This is an optimization exercise on Yosys and OpenROAD, whose aim is small area, not a production implementation.
In this exercise RTL edits were held to simulation tests only and were not proved equivalent to the original.
Power and IR drop assume default switching activity.

## flow/design.v

```verilog
module core
#(
    parameter int unsigned NUM_HART = 4,
    parameter int unsigned REG_WIDTH = 32,
    parameter int unsigned MEM_ADDR_WIDTH = 12,
    localparam int unsigned BYTES_PER_REG = REG_WIDTH / 8
)(
    input  logic                        clk,
    input  logic                        rst,
    output logic                        imem_rd_en,
    output logic [MEM_ADDR_WIDTH-1:0]   imem_rd_addr,
    input  logic                        imem_rd_ack,
    input  logic [REG_WIDTH-1:0]        imem_rd_data,
    output logic [MEM_ADDR_WIDTH-1:0]   dmem_addr,
    output logic                        dmem_rd_en,
    output logic                        dmem_wr_en,
    output logic [REG_WIDTH-1:0]        dmem_wr_data,
    output logic [BYTES_PER_REG-1:0]    dmem_wr_ben,
    input  logic                        dmem_rd_ack,
    input  logic [REG_WIDTH-1:0]        dmem_rd_data,
    input  logic                        dmem_wr_ack
);
    logic fe;        
    logic z2, z3;    
    logic clr;       
    always_ff @(posedge clk) begin
        fe <= rst;
        z2 <= ~fe;
        z3 <= z2;
    end
    always_comb clr = ~rst | ~fe | z2 | z3;
    logic [31:2] pc_f, pc_d, pc_e, pc_m;
    logic [31:2] pc_next;
    always_ff @(posedge clk) begin
        pc_f <= pc_next;
        pc_d <= pc_f;
        pc_e <= pc_d;
        pc_m <= pc_e;
    end
    logic [31:0] rf_d [1:31];
    logic [31:1] wr_sel;
    logic [31:0] wr_data;    
    logic [4:0]  wr_addr;
    logic        wr_en;
    logic        wr_clr;     
    for (genvar gi = 1; gi < 32; gi++) begin: gen_reg
        logic [31:0] f, d, e, m;
        always_ff @(posedge clk) begin
            f <= m;
            d <= wr_sel[gi] ? wr_data : f;
            e <= d;
            m <= e;
        end
        assign rf_d[gi] = d;
    end
    always_comb begin
        for (int i = 1; i < 32; i++) wr_sel[i] = wr_clr | (wr_en && wr_addr == 5'(i));
    end
    logic [31:2] i1, i2, i3;
    logic        v1, v2, v3;
    always_comb imem_rd_en = fe;
    always_comb imem_rd_addr = { pc_f[MEM_ADDR_WIDTH-1:2], 2'b00 };
    always_ff @(posedge clk) begin
        v1 <= rst & imem_rd_ack;
        v2 <= rst & v1;
        v3 <= rst & v2;
        i1 <= imem_rd_data[31:2];
        i2 <= i1;
        i3 <= i2;
    end
    logic d_b6, d_b5, d_b3, d_b2;
    logic [4:0] d_rs1, d_rs2;
    always_comb { d_b6, d_b5, d_b3, d_b2 } = { i1[6:5], i1[3:2] };
    always_comb d_rs1 = i1[19:15];
    always_comb d_rs2 = i1[24:20];
    logic d_use_pc, d_use_rs1;
    always_comb d_use_pc  = (~d_b6 & ~d_b5 & d_b2) | (d_b6 & d_b3);
    always_comb d_use_rs1 = ~(~d_b6 & d_b2) & ~(d_b6 & d_b3);
    logic [31:0] rv1, rv2;
    always_comb begin
        rv1 = d_use_pc ? { pc_d, 2'b00 } : '0;
        rv2 = '0;
        for (int i = 1; i < 32; i++) begin
            rv1 = rv1 | ({32{d_use_rs1 && d_rs1 == 5'(i)}} & rf_d[i]);
            rv2 = rv2 | ({32{d_rs2 == 5'(i)}} & rf_d[i]);
        end
    end
    logic [31:0] a, rs2v;
    always_ff @(posedge clk) begin
        a    <= rv1;
        rs2v <= rv2;
    end
    logic e_b6, e_b5, e_b4, e_b3, e_b2;
    logic [2:0] e_f3;
    always_comb { e_b6, e_b5, e_b4, e_b3, e_b2 } = i2[6:2];
    always_comb e_f3  = i2[14:12];
    logic e_store, e_branch, e_jal, e_lui, e_auipc, e_alu, e_op;
    always_comb e_store  = ~e_b6 &  e_b5 & ~e_b4;
    always_comb e_branch =  e_b6 & ~e_b2;
    always_comb e_jal    =  e_b6 &  e_b3;
    always_comb e_lui    = ~e_b6 &  e_b5 &  e_b2;
    always_comb e_auipc  = ~e_b6 & ~e_b5 &  e_b2;
    always_comb e_alu    = ~e_b6 &  e_b4 & ~e_b2;        
    always_comb e_op     = ~e_b6 &  e_b5 &  e_b4 & ~e_b2;
    logic use_rs2;
    always_comb use_rs2 = e_op | e_branch;
    logic [31:0] imm;
    always_comb begin
        if (e_store)
            imm = { {20{i2[31]}}, i2[31:25], i2[11:7] };
        else if (e_lui | e_auipc)
            imm = { i2[31:12], 12'b0 };
        else if (e_jal)
            imm = { {11{i2[31]}}, i2[31], i2[19:12], i2[20], i2[30:21], 1'b0 };
        else
            imm = { {20{i2[31]}}, i2[31:20] };
    end
    logic [31:0] b, bx;
    logic        sub;
    logic [32:0] sum;
    always_comb b = use_rs2 ? rs2v : imm;
    always_comb sub = e_branch | (e_alu & ((e_f3 == 3'b000 & e_op & i2[30]) | (e_f3[2:1] == 2'b01)));
    always_comb bx = b ^ {32{sub}};
    always_comb sum = { 1'b0, a } + { 1'b0, bx } + { 32'b0, sub };
    logic uns, lt, eq, taken;
    always_comb uns = e_branch ? e_f3[1] : e_f3[0];
    always_comb lt = (a[31] ^ b[31]) ? (uns ? b[31] : a[31]) : ~sum[32];
    always_comb eq = (a == b);
    always_comb taken = (e_f3[2] ? lt : eq) ^ e_f3[0];
    logic [31:0] sh_in, sh_out, sh_rev;
    logic        sh_left, sh_fill;
    logic [4:0]  shamt;
    always_comb shamt = b[4:0];
    always_comb sh_left = ~e_f3[2];
    always_comb sh_fill = i2[30] & a[31] & ~sh_left;
    always_comb begin
        for (int i = 0; i < 32; i++) sh_in[i] = sh_left ? a[31-i] : a[i];
    end
    always_comb sh_out = 32'($signed({ sh_fill, sh_in }) >>> shamt);
    always_comb begin
        for (int i = 0; i < 32; i++) sh_rev[i] = sh_out[31-i];
    end
    logic [31:0] alu;
    always_comb begin
        if (!e_alu) begin
            alu = sum[31:0];
        end else begin
            case (e_f3)
                3'b000:  alu = sum[31:0];
                3'b001:  alu = sh_rev;
                3'b010:  alu = { 31'b0, lt };
                3'b011:  alu = { 31'b0, lt };
                3'b100:  alu = a ^ b;
                3'b101:  alu = sh_out;
                3'b110:  alu = a | b;
                default: alu = a & b;
            endcase
        end
    end
    logic [31:0] st_data;
    always_comb st_data = {
        e_f3[1] ? rs2v[31:24] : e_f3[0] ? rs2v[15:8] : rs2v[7:0],
        e_f3[1] ? rs2v[23:16] : rs2v[7:0],
        e_f3[1] | e_f3[0] ? rs2v[15:8] : rs2v[7:0],
        rs2v[7:0]
    };
    logic [31:0] r3;
    logic [11:0] a3;
    logic        t3;
    always_ff @(posedge clk) begin
        r3 <= e_store ? st_data : alu;
        a3 <= sum[11:0];
        t3 <= taken;
    end
    logic b6, b5, b4, b3, b2;
    logic [2:0] f3;
    logic [4:0] rd;
    always_comb { b6, b5, b4, b3, b2 } = i3[6:2];
    always_comb f3  = i3[14:12];
    always_comb rd  = i3[11:7];
    logic is_load, is_store, is_branch, is_jump;
    always_comb is_load   = ~b6 & ~b5 & ~b4;
    always_comb is_store  = ~b6 &  b5 & ~b4;
    always_comb is_branch =  b6 & ~b2;
    always_comb is_jump   =  b6 &  b2;
    logic [1:0]  la;
    logic [31:0] ld;
    logic [7:0]  ld_b;
    logic [15:0] ld_h;
    always_comb la = a3[1:0];
    always_comb begin
        case (la)
            2'd0:    ld_b = dmem_rd_data[7:0];
            2'd1:    ld_b = dmem_rd_data[15:8];
            2'd2:    ld_b = dmem_rd_data[23:16];
            default: ld_b = dmem_rd_data[31:24];
        endcase
    end
    always_comb ld_h = la[1] ? dmem_rd_data[31:16] : dmem_rd_data[15:0];
    always_comb begin
        case (f3[1:0])
            2'b00:   ld = { {24{ld_b[7] & ~f3[2]}}, ld_b };
            2'b01:   ld = { {16{ld_h[15] & ~f3[2]}}, ld_h };
            default: ld = dmem_rd_data;
        endcase
    end
    always_comb dmem_addr = { a3[MEM_ADDR_WIDTH-1:2], 2'b00 };
    always_comb dmem_rd_en = v3 & is_load;
    always_comb dmem_wr_en = v3 & is_store;
    always_comb dmem_wr_data = r3;
    always_comb begin
        case (f3[1:0])
            2'b00:   dmem_wr_ben = 4'b0001 << la;
            2'b01:   dmem_wr_ben = la[1] ? 4'b1100 : 4'b0011;
            default: dmem_wr_ben = 4'b1111;
        endcase
    end
    logic retire, we;
    always_comb retire = v3 & ~(is_load & ~dmem_rd_ack) & ~(is_store & ~dmem_wr_ack);
    always_comb we = retire & ~is_store & ~is_branch;
    logic [31:2] pc_inc, pc_br;
    always_comb pc_inc = pc_m + 30'd1;
    always_comb pc_br = pc_m + { {20{i3[31]}}, i3[7], i3[30:25], i3[11:9] };
    logic [31:0] res;
    always_comb begin
        if (is_load)
            res = ld;
        else if (is_jump)
            res = { pc_inc, 2'b00 };
        else
            res = r3;
    end
    always_ff @(posedge clk) begin
        wr_clr  <= clr;
        wr_en   <= ~clr & we;
        wr_addr <= rd;
        wr_data <= clr ? '0 : res;
    end
    always_comb begin
        if (clr)
            pc_next = '0;
        else if (!retire)
            pc_next = pc_m;
        else if (is_jump)
            pc_next = r3[31:2];
        else if (is_branch & t3)
            pc_next = pc_br;
        else
            pc_next = pc_inc;
    end
endmodule
```

## flow/run.sh

```bash
#!/bin/bash
# synth_recipe.tcl (not shown) runs the flow's synth.tcl, then flattens the netlist and writes it again
# the make line also repeats each setting of config.mk as NAME=value (left out here)
make -C /OpenROAD-flow-scripts/flow DESIGN_CONFIG=/design/flow/config.mk WORK_HOME=/design/flow/orfs CLKGATE_MAP_FILE= SYNTH_SCRIPT=/design/flow/synth_recipe.tcl finish
```

## flow/config.mk

```make
export PLATFORM = sky130hd
export DESIGN_NAME = core
export DESIGN_NICKNAME = core
export VERILOG_FILES = /design/flow/design.v
export SDC_FILE = /design/flow/constraint.sdc
export NUM_CORES = 8
export LEC_CHECK = 0
export CAP_MARGIN = 20
export CORE_MARGIN = 2
export CORE_UTILIZATION = 65
export CTS_BUF_LIST = sky130_fd_sc_hd__clkbuf_8
export CTS_CLUSTER_DIAMETER = 50
export CTS_CLUSTER_SIZE = 16
export SLEW_MARGIN = 20
```

## flow/constraint.sdc

```tcl
create_clock -name core_clock -period 5.0 [get_ports {clk}]
set_input_delay 1.0000 -clock core_clock [delete_from_list [all_inputs] [get_ports {clk}]]
set_output_delay 1.0000 -clock core_clock [all_outputs]
set_load 0.01 [all_outputs]
```

==> run summary <==
-- area by class of cell --
type,count,area share (%)
flip-flops and latches,4321,65.0
well taps,2480,2.33
multi-input cells,4124,25.3
repair buffers,405,2.93
clock inverters,45,0.371
inverters,102,0.289
clock buffers,351,3.63
diodes,82,0.154
-- cell usage after synthesis (all sizes together) (49+ instances only) --
cell type	count
a21o	52
mux2i	81
clkbuf	472
or4	60
nor2	239
a21oi	207
nand4	127
nand3	183
dfxtp	4321
mux2	1007
a22oi	709
ha	125
o211ai	49
buf	85
inv	101
xnor2	60
a221oi	168
o21ai	165
nand2	254
a22o	135
-- state kept, by name, summed over array words and instances, names as in the netlist, 12 cells and up --
register	count
i3	19
gen.e	992
pc_e	30
i2	30
pc_m	30
rs2v	32
gen.d	992
r3	32
pc_d	30
wr_data	32
gen.f	992
pc_f	30
a3	12
i1	30
a	32
gen.m	992
-- power by group --
group	internal [uW]	total, uW	switching [uW]
logic	978	2860	1880
registers	35300	36000	707
clock network	6590	17400	10800
-- per-stage QoR --
step / setup WS (ns) / power [uW]
after floorplan: 0.267 / 37800
after global placement: 0.154 / 39400
after detailed placement: 0.190 / 39400
after CTS: 0.151 / 56000
after global routing: 0.0903 / 57500
final: 0.239 / 56300
-- path summary, 6_finish.rpt --
path / start / to / slack (ns) / depth (start not counted)
hold / removal: gen_reg[22].e[31] / gen_reg[22].m[31] / 0.27 / 0
setup reg to reg: i2[6] / r3[30] / 0.24 / 19
hold reg to reg: gen_reg[22].e[31] / gen_reg[22].m[31] / 0.27 / 0
setup / recovery: i2[6] / r3[30] / 0.24 / 19
-- metal layers --
metal	share of wire, %	track usage [%]	vias to the layer above
li1	-	-	32800
met1	37	59.3	39700
met2	39	62.1	7084
met3	15	19.4	2252
met4	8.6	30.7	31
met5	0.067	0.252	-
-- critical path: cells and delay by family, from the launching register on --
kind,cells,cell delay (ns)
flops,1,0.33
compound gates,9,1.96
buf+inv,4,0.67
fa+ha+maj,1,0.46
xor+xnor,2,0.59
simple gates,3,0.61
-- logic make-up (layout without fill, tap and decap cells) --
kind of cell / after synthesis / in the layout / synth area share [%]
buffers and inverters: 659 / 903 / 2.15
muxes: 1095 / 1095 / 10.1
other: 1 / 86 / 0.00308
and+or+nand+nor: 1038 / 1038 / 4.20
xor gates and xnor gates: 106 / 106 / 0.761
DFF: 4321 / 4321 / 71.0
adders and majority gates: 127 / 127 / 1.32
AOI/OAI and AO/OA: 1754 / 1754 / 10.5
-- cells in the final DEF, fill, tap and decap left out, types with 14 or more instances in the layout --
cell type                            n
sky130_fd_sc_hd__nor4_1             19
sky130_fd_sc_hd__dfxtp_1          4295
sky130_fd_sc_hd__o21ai_0           145
sky130_fd_sc_hd__or4_1              60
sky130_fd_sc_hd__nand2b_1           28
sky130_fd_sc_hd__diode_2            82
sky130_fd_sc_hd__nand2_1           252
sky130_fd_sc_hd__a31oi_1            32
sky130_fd_sc_hd__a21oi_4            31
sky130_fd_sc_hd__a21oi_1           168
sky130_fd_sc_hd__o21ai_1            18
sky130_fd_sc_hd__a21o_1             51
sky130_fd_sc_hd__inv_1             101
sky130_fd_sc_hd__dfxtp_2            26
sky130_fd_sc_hd__a211oi_1           44
sky130_fd_sc_hd__and3_1             16
sky130_fd_sc_hd__xnor2_1            60
sky130_fd_sc_hd__a22oi_1           709
sky130_fd_sc_hd__mux2i_1            80
sky130_fd_sc_hd__o211ai_1           49
sky130_fd_sc_hd__a222oi_1           36
sky130_fd_sc_hd__buf_12             41
sky130_fd_sc_hd__nor2_4             62
sky130_fd_sc_hd__o22ai_1            30
sky130_fd_sc_hd__clkbuf_8          351
sky130_fd_sc_hd__a22o_1            135
sky130_fd_sc_hd__nor2_1            174
sky130_fd_sc_hd__a221oi_1          166
sky130_fd_sc_hd__clkdlybuf4s50_1   125
sky130_fd_sc_hd__nand3_1           182
sky130_fd_sc_hd__xor2_1             46
sky130_fd_sc_hd__or3_1              16
sky130_fd_sc_hd__nand4_1           127
sky130_fd_sc_hd__ha_1              125
sky130_fd_sc_hd__nor3_1             40
sky130_fd_sc_hd__o221ai_1           17
sky130_fd_sc_hd__and2_1             14
sky130_fd_sc_hd__mux2_2           1007
sky130_fd_sc_hd__nor2b_1            14
sky130_fd_sc_hd__buf_4             236
==> flow_summary.ini <==
[critical_path]
cp_max_fo = 18
worstSetupPathType = reg -> reg
cp_slowest_stage_delay_ns = 0.46
timing.critical_path.from_type = register
timing.critical_path.mode_cell = sky130_fd_sc_hd__buf_4
timing.critical_path.required_ns = 5.95
timing.critical_path.slowest_stage_cell = sky130_fd_sc_hd__fa_1
critical_path_arrival_ns = 5.71
cp-end-kind = register
crit_chain = buf_4, a21oi_2, buf_4, or3_1, nand2_2, xnor2_1, inv_1, fa_1, nand2b_1, a21oi_1, o31ai_1, buf_4, a21oi_1, o41ai_2, a21oi_2, a31oi_1, xnor2_1, a221oi_2, o21ai_1

[flow_run]
drv.max_cap_violation_count = 0

[finish]
final_nets = 9490
seq_area_um2 = 86500
multi_input_comb_area_um2 = 33700
stdcell_count = 11900
layout.filler_cells = 12300
syn2layout_area_growth_pct = 9.23
finish.instance_area_um2 = 133000
layout.core_utilization_pct = 71.7
drive_above_1_share_pct = 19.8

[detailed_routing]
wl_mm = 448
drt_iter0_drc = 13800
drt-pass1-iter-count = 12
average_wire_per_standard_cell_um = 37.6
routed_via_density = 6.87
detail_route.drc_violations = 0
ant_nets = 0
detailed_route_via_count = 81800

[synth]
asyncSetResetFlopFracSynth_pct = 0
sequential_element_share_of_the_synthesized_area_pct = 71.0
ys.warnings.count = 2
yosysTopAreaCellShare_pct = 71.0
netlist_area_um2 = 122000
ys_ff_latch = 4321
synthesis.area_per_instance_um2 = 13.4
yosys_most_used_dff = sky130_fd_sc_hd__dfxtp_1
netlist_instances = 9101
synth_largest_area_cell = sky130_fd_sc_hd__dfxtp_1
edff_count_synth = 0
synth.area.top_cells = sky130_fd_sc_hd__dfxtp_1 (71%), sky130_fd_sc_hd__mux2_2 (9.3%), sky130_fd_sc_hd__a22oi_1 (4.4%), sky130_fd_sc_hd__clkbuf_1 (1.5%), sky130_fd_sc_hd__ha_1 (1.3%)
synth_cell_types = 96

[timing]
final_min_period_over_clock_period_pct = 95.2
finalHoldViolations = 0
worstMarginPinSlew_ns = 1.28
setup_viol = 0
worst_clock_skew_ns = 0.125
fin_setup_tns_ns = 0
clock.fmax_ghz = 0.210
maxSlewHeadroom_pct = 14.4
grt_setup_unrepaired = false
post-route-min-period_ns = 4.76
final_max_slew_viol_count = 0
final.hold.worst_slack_ns = 0.267

[clocking]
clock_buffer_depth = 4
post-cts-setup-buffers = 0
tritoncts.num_buffers = 340
tritoncts_num_sinks = 4321
worst_setup_hold_path_clk_slew_ns = 0.09
tritoncts = built
cts_hold_buf = 0
cts_resized = 0
clk_latency_ns = 1.17
clock_tree.root_cell = sky130_fd_sc_hd__clkbuf_8
ctsHtreeMaxLevel = 5

[die]
die_w_um = 437
rows = 158
dieArea_um2 = 191000
die-height_um = 437
num_io_pins = 132
initial_core_util_pct = 65.6
fp.coreArea_um2 = 186000

[grt]
gr-usage-all-layers_pct = 45.8
antenna_found_initial = 49
first_global_vias = 77000
wire_length_of_the_first_global_routing_pass_mm = 609
grt_start_max_net_pins = 83
globalRoute.totalOverflow = 0

[power_and_ir_drop]
vdd_ir_drop_max_uv = 397
power-per-cell-area_nw_per_um2 = 422
p_leak_uw = 0.0529

[place]
place.detailed.hpwl_mm = 278
post_dp_cell_area_um2 = 128000
place_congestion = 1.03
place.port_buffers = 125
post-place-cells = 11400

[worst_hold_path]
hold_path_class = reg -> reg

[outcome]
status = finished clean

-- what the ideal ports hide --
How much do the figures lean on ideal ports? The routed layout below was timed once more, with nothing changed but the port constraints.
Step 1, drivers: a clkbuf_16 drives clk and a buf_2 each remaining input, both assumed.
Step 2 moves the port delays by t, midway between the first and last clock arrival at a register: inputs arrive t later, outputs are due t later. That takes back most of the time a late clock gives input paths.
Three values: ideal ports, drivers, drivers and shift; two values: the first two.
t (ns): 1.190
setup WS [ns]: 0.239 / 0.239 / 0.239
worst setup path at the end: register to register
clock arrival spread, ns: 0.134 / 0.135
After both steps this run still meets setup and hold. For this run, drivers alone change the setup slack by 0.000 ns; drivers and shift together by 0.000 ns.
